What follows belongs to an exercise in optimizing a design on an open flow for small area, a short achievable clock period and few clock cycles; a production flow would make more cautious choices. No activity file was given, so power comes from the tool's default toggle rates.

==> flow/design.v <==
module ULA (
	input  [15:0] A,
	input  [15:0] B,
	input  [4:0]  OP,
	output reg [15:0] RESU,
	output O,
	output C,
	output S,
	output Z
);
	wire [15:0] Y = OP[1] ? {16{OP[2]}} : (B ^ {16{OP[2]}});
	wire [16:0] SOMA = {1'b0, A} + {1'b0, Y} + {16'd0, OP[0]};
	wire arit_ok = (OP[2:0] != 3'b010) && (OP[2:0] != 3'b111);
	wire C_arit = SOMA[16] ^ (OP[2] & ~OP[1]);
	assign O = (A[15] == Y[15]) && (SOMA[15] != A[15]);
	wire um = (OP[3:0] == 4'b1111);
	wire [15:0] LOGICA;
	genvar i;
	generate
		for (i = 0; i < 16; i = i + 1) begin : g_logica
			assign LOGICA[i] = OP[{~B[i], ~A[i]}] && (i == 0 || !um);
		end
	endgenerate
	always @(*) begin
		if (OP[4])
			RESU = LOGICA;
		else if (!OP[3])
			RESU = arit_ok ? SOMA[15:0] : 16'd0;
		else if (OP[2:0] == 3'b000)
			RESU = {A[14:0], 1'b0};
		else if (OP[2:0] == 3'b001)
			RESU = {A[15], A[15:1]};
		else
			RESU = 16'd0;
	end
	assign C = OP[3] ? (OP[0] ? A[0] : A[15]) : C_arit;
	assign S = RESU[15];
	assign Z = (RESU == 16'd0);
endmodule
module Registrador_Flags(
	input clock,
	input reset,
	input habilita,
	input [4:0] controleOperacao,
	input Z, C, S, O,
	output reg [3:0] ZCSO       
);
	always @(posedge clock) begin
		if (reset)
			ZCSO <= 4'b0000;
		else if (habilita) begin
			case (controleOperacao)
				5'b10000: ZCSO[0] <= Z;
				5'b01000, 5'b01001: begin
					ZCSO[0] <= Z; ZCSO[1] <= C; ZCSO[2] <= S;
				end
				5'b00000, 5'b00001, 5'b00011,
				5'b00100, 5'b00101, 5'b00110: begin
					ZCSO <= {O, S, C, Z};
				end
				5'b10001, 5'b10010,
				5'b10100, 5'b10101, 5'b10110, 5'b10111,
				5'b11000, 5'b11001, 5'b11010, 5'b11011,
				5'b11100, 5'b11101, 5'b11110: begin
					ZCSO[0] <= Z; ZCSO[2] <= S;
				end
				default: ;
			endcase
		end
	end
endmodule
module TesteFlagsTemporario(
	input [3:0] RFlag_ZCSO,
	input [3:0] condicao,
	input Ver_Fal,
	output reg saida
);
	always @(*) begin
		case (condicao)
			4'b0100: saida = ~(Ver_Fal ^ RFlag_ZCSO[2]);
			4'b0101: saida = ~(Ver_Fal ^ RFlag_ZCSO[0]);
			4'b0110: saida = ~(Ver_Fal ^ RFlag_ZCSO[1]);
			4'b0111: saida = (~(Ver_Fal ^ RFlag_ZCSO[2])) | (~(Ver_Fal ^ RFlag_ZCSO[0]));
			4'b0000: saida = Ver_Fal;
			4'b0011: saida = ~(Ver_Fal ^ RFlag_ZCSO[3]);
			default: saida = 1'b0;
		endcase
	end
endmodule
module Extensor(
	input [15:0] instrucao,
	output [15:0] desloc
);
	assign desloc = instrucao[13] ? {{4{instrucao[11]}}, instrucao[11:0]}    
	                              : {{8{instrucao[7]}}, instrucao[7:0]};     
endmodule
module Banco_Registro (
	input clock,
	input Hab_Lo,
	input Hab_Hi,
	input [2:0] Sel_E,
	input [15:0] E,
	input [2:0] Sel_A,
	input [2:0] Sel_B,
	output [15:0] A,
	output [15:0] B
);
	reg [127:0] registro;    
	integer i;
	always @(posedge clock)
		for (i = 0; i < 8; i = i + 1) begin
			if (Hab_Lo && Sel_E == i)
				registro[16*i +: 8] <= E[7:0];
			if (Hab_Hi && Sel_E == i)
				registro[16*i+8 +: 8] <= E[15:8];
		end
	assign A = registro[16*Sel_A +: 16];
	assign B = registro[16*Sel_B +: 16];
endmodule
module IntegracaoModulos(
	input clock,
	input reset,
	output [15:0] imem_addr,
	input  [15:0] imem_data,
	output [15:0] dmem_addr,
	output [15:0] dmem_wdata,
	output dmem_we,
	input  [15:0] dmem_rdata,
	output halted
);
	reg [15:0] PC;         
	reg [15:0] IR_D, IR_E;
	reg        vD, vE;     
	reg [15:0] RA, RB;     
	reg [15:0] ALT;        
	reg        halted_r;
	wire [1:0] fmt = IR_E[15:14];
	wire [4:0] op  = IR_E[10:6];
	wire [15:0] RESU;
	wire Z, C, S, O, salto;
	wire [3:0] ZCSO;
	wire e_alu   = (fmt == 2'b10);
	wire e_store = e_alu && (op == 5'b01011);
	wire e_load  = e_alu && (op == 5'b01010);
	wire e_cond  = (IR_E[15:13] == 3'b000);
	wire e_jreg  = (IR_E[15:12] == 4'b0011);
	wire e_jal   = e_jreg && !IR_E[11];
	wire e_halt  = (IR_E == 16'h2FFF);
	wire redirE  = vE && ((e_cond && (salto != IR_E[7])) || e_jreg);
	wire [15:0] tgtE = e_jreg ? RB : ALT;
	wire [2:0] Sel_E = e_jal ? 3'd6 : IR_E[13:11];
	reg  [15:0] E;
	always @(*) begin
		case (fmt)
			2'b01:   E = {{5{IR_E[10]}}, IR_E[10:0]};
			2'b11:   E = {IR_E[7:0], IR_E[7:0]};
			2'b10:   E = e_load ? dmem_rdata : RESU;
			default: E = ALT;
		endcase
	end
	wire escreve = vE && ((fmt == 2'b01) || (e_alu && !e_store) || e_jal);
	wire hab_lo = escreve || (vE && fmt == 2'b11 && !IR_E[10]);
	wire hab_hi = escreve || (vE && fmt == 2'b11 && IR_E[10]);
	ULA ULA(.A(RA), .B(RB), .OP(op), .RESU(RESU), .O(O), .C(C), .S(S), .Z(Z));
	Registrador_Flags Registrador_Flags(
		.clock(clock), .reset(reset), .habilita(vE && e_alu), .controleOperacao(op),
		.Z(Z), .C(C), .S(S), .O(O), .ZCSO(ZCSO)
	);
	TesteFlagsTemporario TesteFlagsTemporario(
		.RFlag_ZCSO(ZCSO), .condicao(IR_E[11:8]), .Ver_Fal(IR_E[12]), .saida(salto)
	);
	assign dmem_addr  = RA;
	assign dmem_wdata = RB;
	assign dmem_we    = vE && e_store;
	assign halted     = halted_r || (vE && e_halt);
	wire [2:0] Sel_A = IR_D[5:3];
	wire [2:0] Sel_B = IR_D[2:0];
	wire [15:0] A, B, desloc;
	Banco_Registro Banco_Registro(
		.clock(clock), .Hab_Lo(hab_lo), .Hab_Hi(hab_hi), .Sel_E(Sel_E), .E(E),
		.Sel_A(Sel_A), .Sel_B(Sel_B), .A(A), .B(B)
	);
	wire fA = (Sel_A == Sel_E), fB = (Sel_B == Sel_E);
	Extensor Extensor(.instrucao(IR_D), .desloc(desloc));
	wire [15:0] tgtD = PC + desloc;
	wire d_jump  = (IR_D[15:12] == 4'b0010);
	wire d_cond  = (IR_D[15:13] == 3'b000);
	wire redirD  = vD && (d_jump || (d_cond && IR_D[7]));
	always @(posedge clock) begin
		if (reset) begin
			PC <= 16'd0;
			vD <= 1'b0;
			vE <= 1'b0;
			halted_r <= 1'b0;
		end else begin
			PC <= redirE ? tgtE : (redirD ? tgtD : PC + 16'd1);
			vD <= !(redirE || redirD);
			vE <= vD && !redirE;
			if (vE && e_halt)
				halted_r <= 1'b1;
		end
		IR_D <= imem_data;
		IR_E <= IR_D;
		ALT  <= (d_cond && !IR_D[7]) ? tgtD : PC;
		RA[7:0]  <= (fA && hab_lo) ? E[7:0]  : A[7:0];
		RA[15:8] <= (fA && hab_hi) ? E[15:8] : A[15:8];
		RB[7:0]  <= (fB && hab_lo) ? E[7:0]  : B[7:0];
		RB[15:8] <= (fB && hab_hi) ? E[15:8] : B[15:8];
	end
	assign imem_addr = PC;
endmodule
export LEC_CHECK = 0
export CAP_MARGIN = 20
export CORE_MARGIN = 2
export CORE_UTILIZATION = 40
export SLEW_MARGIN = 20
create_clock -name core_clock -period 9.0 [get_ports {clock}]
standard.sh (not shown) runs the stock make flow with config.mk's settings and CLKGATE_MAP_FILE= SYNTH_SCRIPT=/design/flow/synth_recipe.tcl, a recipe that flattens the netlist after the stock synthesis.
==> flow/flow/run.sh <==
#!/bin/bash
set -euo pipefail
bash standard.sh SETUP_SLACK_MARGIN=${MARGIN:-6} finish > standard.log 2>&1
The baseline ran to the end with no violations.
Then changed:
==> flow/run.sh (new file) <==
#!/bin/bash
# synth_recipe.tcl (not shown) runs the flow's synth.tcl, then flattens the netlist and writes it again
# the make line also repeats each setting of config.mk as NAME=value (left out here)
make -C /OpenROAD-flow-scripts/flow DESIGN_CONFIG=/design/flow/config.mk WORK_HOME=/design/flow/orfs CLKGATE_MAP_FILE= SYNTH_SCRIPT=/design/flow/synth_recipe.tcl finish
--- a/flow/config.mk
+++ b/flow/config.mk
@@ -10,0 +11 @@
+export SETUP_SLACK_MARGIN = 5
removed: flow/flow/run.sh
removed: flow/standard.sh
What happened: Clock power fell by about 4%; clock skew went up by 3.9 ps; non-clock buffer count came out lower by 90; worst setup slack gets worse by 650 ps; first-iteration DRC count drops by 5.7%; via count fell by about 7%; fmax came out lower by about 16%.
Function was not checked in any run of this note: the RTL went through the layout flow alone.

[port drivers added, routing unchanged]
The flow's constraints put no driver on any port. The routed layouts listed below were extracted and timed again, unchanged, in two steps.
Step 1 assumes that a clkbuf_16 drives the clock port and a buf_2 every other input.
Step 2 also shifts input and output timing later by t, the mid clock arrival at the registers, as if the neighbouring blocks saw the same clock.
Three values: ideal, step 1, step 2; two values: the first two.
run | shift t [ns] | slack for setup (ns) | worst setup path at the end | worst register clock-pin slew, ns
the first run | 0.593 | 5.532 / 5.477 / 5.350 | input to register | 0.07 / 0.07
the second run | 0.581 | 4.879 / 4.827 / 5.215 | register to register | 0.06 / 0.06
After both steps every run listed still meets setup and hold. For the first run, which loses most, drivers alone change the setup slack by -0.055 ns; drivers and shift together by -0.182 ns.
